What follows belongs to an exercise in optimizing a design on an open flow for small area and a short achievable clock period; a production flow would make more cautious choices.
In this exercise RTL edits were held to simulation tests only and were not proved equivalent to the original.

Design izhikevich, start of the top module:
module izhikevich (clk, a, b, c, d, v, u, i, v_prime, u_prime, fired);
  input clk;
  input [16:0] a, b, c, d, v, u, i;
  output reg [16:0] v_prime, u_prime;
  output reg fired;
  wire n1 = v[0] & v[2];
  wire n2 = v[0] ^ v[2];
  wire n3 = v[1] & v[3];
  wire n4 = v[1] ^ v[3];
  wire n5 = v[2] & v[4];
  wire n6 = v[2] ^ v[4];
  wire n7 = v[3] & v[5];
  wire n8 = v[3] ^ v[5];
  wire n9 = v[4] & v[6];
  wire n10 = v[4] ^ v[6];
  wire n11 = v[5] & v[7];
  wire n12 = v[5] ^ v[7];
  wire n13 = v[6] & v[8];
  wire n14 = v[6] ^ v[8];
  wire n15 = v[7] & v[9];
  wire n16 = v[7] ^ v[9];
  wire n17 = v[8] & v[10];
  wire n18 = v[8] ^ v[10];
  wire n19 = v[9] & v[11];
  wire n20 = v[9] ^ v[11];
  wire n21 = v[10] & v[12];
  wire n22 = v[10] ^ v[12];
  wire n23 = v[11] & v[13];
  wire n24 = v[11] ^ v[13];
  wire n25 = v[12] & v[14];
  wire n26 = v[12] ^ v[14];
  wire n27 = v[13] & v[15];
  wire n28 = v[13] ^ v[15];
  wire n29 = v[1] & v[0];
  wire n30 = n4 & n1;
  wire n31 = n3 | n30;
  wire n32 = n4 & n2;
  wire n33 = n8 & n5;
  wire n34 = n7 | n33;
  ...
For scale: roughly 7,000 cells after synthesis, roughly 35 flip-flops, roughly 160 I/O pins.
==> flow/config.mk <==
export PLATFORM = sky130hd
export DESIGN_NAME = izhikevich
export DESIGN_NICKNAME = izhikevich
export VERILOG_FILES = /design/flow/design.v
export SDC_FILE = /design/flow/constraint.sdc
export NUM_CORES = 4
export LEC_CHECK = 0
export ABC_AREA = 1
export CAP_MARGIN = 20
export CORE_MARGIN = 2
export CORE_UTILIZATION = 40
export SLEW_MARGIN = 20
==> flow/constraint.sdc <==
create_clock -name core_clock -period 24.0 [get_ports {clk}]
set_input_delay 4.8000 -clock core_clock [delete_from_list [all_inputs] [get_ports {clk}]]
set_output_delay 4.8000 -clock core_clock [all_outputs]
set_load 0.01 [all_outputs]
standard.sh (not shown) runs the stock make flow with config.mk's settings and CLKGATE_MAP_FILE= SYNTH_SCRIPT=/design/flow/synth_recipe.tcl, a recipe that flattens the netlist after the stock synthesis.
==> flow/flow/run.sh <==
#!/bin/bash
# Standard ORFS layout through the standard.sh, with two changes:
# no full/half-adder cell extraction in synthesis (ABC maps the adder logic
# to ordinary gates), and timing repair aiming for a larger setup slack.
set -euo pipefail
bash standard.sh ADDER_MAP_FILE= SETUP_SLACK_MARGIN=10 finish > standard_flow.log 2>&1
The first run passed the timing, design-rule and antenna checks.
Change:
==> flow/flow/run.sh (replaced) <==
#!/bin/bash
# Standard ORFS layout (the standard.sh, unchanged synthesis), with the
# timing-repair steps aiming for a larger setup slack than the default.
set -euo pipefail
bash standard.sh SETUP_SLACK_MARGIN=8 finish > standard_flow.log 2>&1
- ABC_AREA: 1 -> default
Synthesized cell count decreases by about 50%.
Global-route usage decreases by 4.5 points.
Design area decreases by 7.0%.
Maximum frequency decreases by about 18%.
Worst hold slack gets better by 0.0046 ns.
Wire length decreases by 29%.
Worst setup slack gets worse by 2.9 ns.
Core utilization increases by 4.7 points.
Change:
--- a/flow/flow/run.sh
+++ b/flow/flow/run.sh
@@ -5 +5 @@
-bash standard.sh SETUP_SLACK_MARGIN=8 finish > standard_flow.log 2>&1
+bash standard.sh SETUP_SLACK_MARGIN=6 finish > standard_flow.log 2>&1
=>
- wire length decreases by 5.2%
- synthesized area stays the same
- global-route usage decreases by 0.82 points
- final area decreases by 8.5%
- core utilization decreases by 4.1 points
- via count decreases by 4.1%
- sequential share of layout area increases by 0.19 points
- hold slack gets worse by 0.012 ns
Change:
==> flow/flow/run.sh (replaced) <==
#!/bin/bash
# Standard ORFS layout through the standard.sh, with two changes:
# no full/half-adder cell extraction in synthesis (ABC maps the adder logic
# to ordinary gates), and timing repair aiming for a larger setup slack.
set -euo pipefail
bash standard.sh ADDER_MAP_FILE= SETUP_SLACK_MARGIN=10.5 finish > standard_flow.log 2>&1
- ABC_AREA: default -> 1
- CORE_UTILIZATION: 40 -> 50
After rerunning: The new run went through all stages and came out clean. Cell area went up by 18%. Die area went down by 4.9%. Flip-flop and latch count is unchanged. Hold slack gets better by 0.0033 ns. Core utilization went up by 11 points. Area after synthesis went up by 19%. Clock-buffer cell count went up by 1. Global-route usage went up by 12 points. First-iteration DRC count went up by about 120%. Sequential share of layout area went down by 0.35 points.
Change:
==> flow/flow/run.sh (replaced) <==
#!/bin/bash
# Standard ORFS layout (the standard.sh, unchanged synthesis), with the
# timing-repair steps aiming for a larger setup slack than the default.
set -euo pipefail
bash standard.sh SETUP_SLACK_MARGIN=9 finish > standard_flow.log 2>&1
- CORE_UTILIZATION: 50 -> 40
The new run completed with no timing, DRC or antenna violations; die area went up by a few percent; setup slack got worse by 2.4 ns; critical path depth went down by 4; routed wire length went down by a quarter to a third; sequential share of layout area hardly moves; cell count went down by well over a third; synthesized cell count went down by well over a third; count of clock-buffer cells in the layout stays the same; core utilization went down by 4.3 points.
Change:
--- a/flow/flow/run.sh
+++ b/flow/flow/run.sh
@@ -5 +5 @@
-bash standard.sh SETUP_SLACK_MARGIN=9 finish > standard_flow.log 2>&1
+bash standard.sh SETUP_SLACK_MARGIN=7.5 finish > standard_flow.log 2>&1
Outcome: Utilization went down by 4.9 points. Maximum frequency went down by 4.2%. Final area went down by 9.6%. Final cell count went down by 3.6%. Flip-flop and latch count stays the same. Worst setup slack degrades by 0.68 ns. Count of clock-buffer cells in the layout is unchanged. Non-clock buffer count went down by 171. Global-route usage went down by 1.0 points.


Another version of the RTL of izhikevich (not shown whole).
For scale: about 7000 cells after synthesis, roughly 35 flip-flops, about 160 I/O pins, roughly 34000 µm² of cells after synthesis.
==> flow/config.mk <==
export PLATFORM = sky130hd
export DESIGN_NAME = izhikevich
export DESIGN_NICKNAME = izhikevich
export VERILOG_FILES = /design/flow/design.v
export SDC_FILE = /design/flow/constraint.sdc
export NUM_CORES = 4
export LEC_CHECK = 0
export ABC_AREA = 1
export CAP_MARGIN = 20
export CORE_MARGIN = 2
export CORE_UTILIZATION = 50
export SLEW_MARGIN = 20
==> flow/constraint.sdc <==
create_clock -name core_clock -period 24.0 [get_ports {clk}]
set_input_delay 4.8000 -clock core_clock [delete_from_list [all_inputs] [get_ports {clk}]]
set_output_delay 4.8000 -clock core_clock [all_outputs]
set_load 0.01 [all_outputs]
==> flow/flow/run.sh <==
#!/bin/bash
# Standard ORFS layout through the standard.sh, with two changes:
# no full/half-adder cell extraction in synthesis (ABC maps the adder logic
# to ordinary gates), and timing repair aiming for a larger setup slack.
set -euo pipefail
bash standard.sh ADDER_MAP_FILE= SETUP_SLACK_MARGIN=10.5 finish > standard_flow.log 2>&1
The baseline passed the timing, design-rule and antenna checks.
Change:
==> flow/flow/run.sh (replaced) <==
#!/bin/bash
# Standard ORFS layout (the standard.sh, unchanged synthesis), with the
# timing-repair steps aiming for a larger setup slack than the default.
set -euo pipefail
bash standard.sh SETUP_SLACK_MARGIN=8 finish > standard_flow.log 2>&1
- CORE_UTILIZATION: 50 -> 40
After rerunning: The changed run finished clean; hold slack got worse by 0.045 ns; setup slack got worse by 3.0 ns; die area rises by 3.2%.

## port drivers added, routing unchanged
How much do the figures lean on ideal ports? The routed layouts below were timed once more, with nothing changed but the port constraints. Step 1 sets driving cells, clkbuf_16 on the clock port and buf_2 on the other inputs (assumed; they add their load-dependent delay and slew). Step 2 also shifts input and output timing later by t, the mid clock arrival at the registers, as if the neighbouring blocks saw the same clock. Slacks: ideal ports / drivers / drivers and shift; pairs: ideal ports / drivers.
run	shift t [ns]	slack for setup (ns)	worst setup path after step 2	worst slew at a driven data input, ns
the first run of note 1	0.362	10.750 / 10.780 / 10.418	input to register	0.08
the second run of note 1	0.337	7.848 / 7.850 / 7.513	input to register	0.12
the third run of note 1	0.336	6.599 / 6.617 / 6.282	input to register	0.13
the fourth run of note 1	0.351	11.049 / 11.077 / 10.726	input to register	0.07
the fifth run of note 1	0.310	8.696 / 8.628 / 8.318	input to register	0.14
the sixth run of note 1	0.312	8.020 / 8.022 / 7.709	input to register	0.08
the first run of note 2	0.311	11.248 / 11.259 / 10.948	input to register	0.07
the second run of note 2	0.320	8.276 / 8.281 / 7.962	input to register	0.08
After both steps setup and hold are still met in every run listed. For the fifth run of note 1, which loses most, drivers alone change the setup slack by -0.068 ns; drivers and shift together by -0.378 ns.
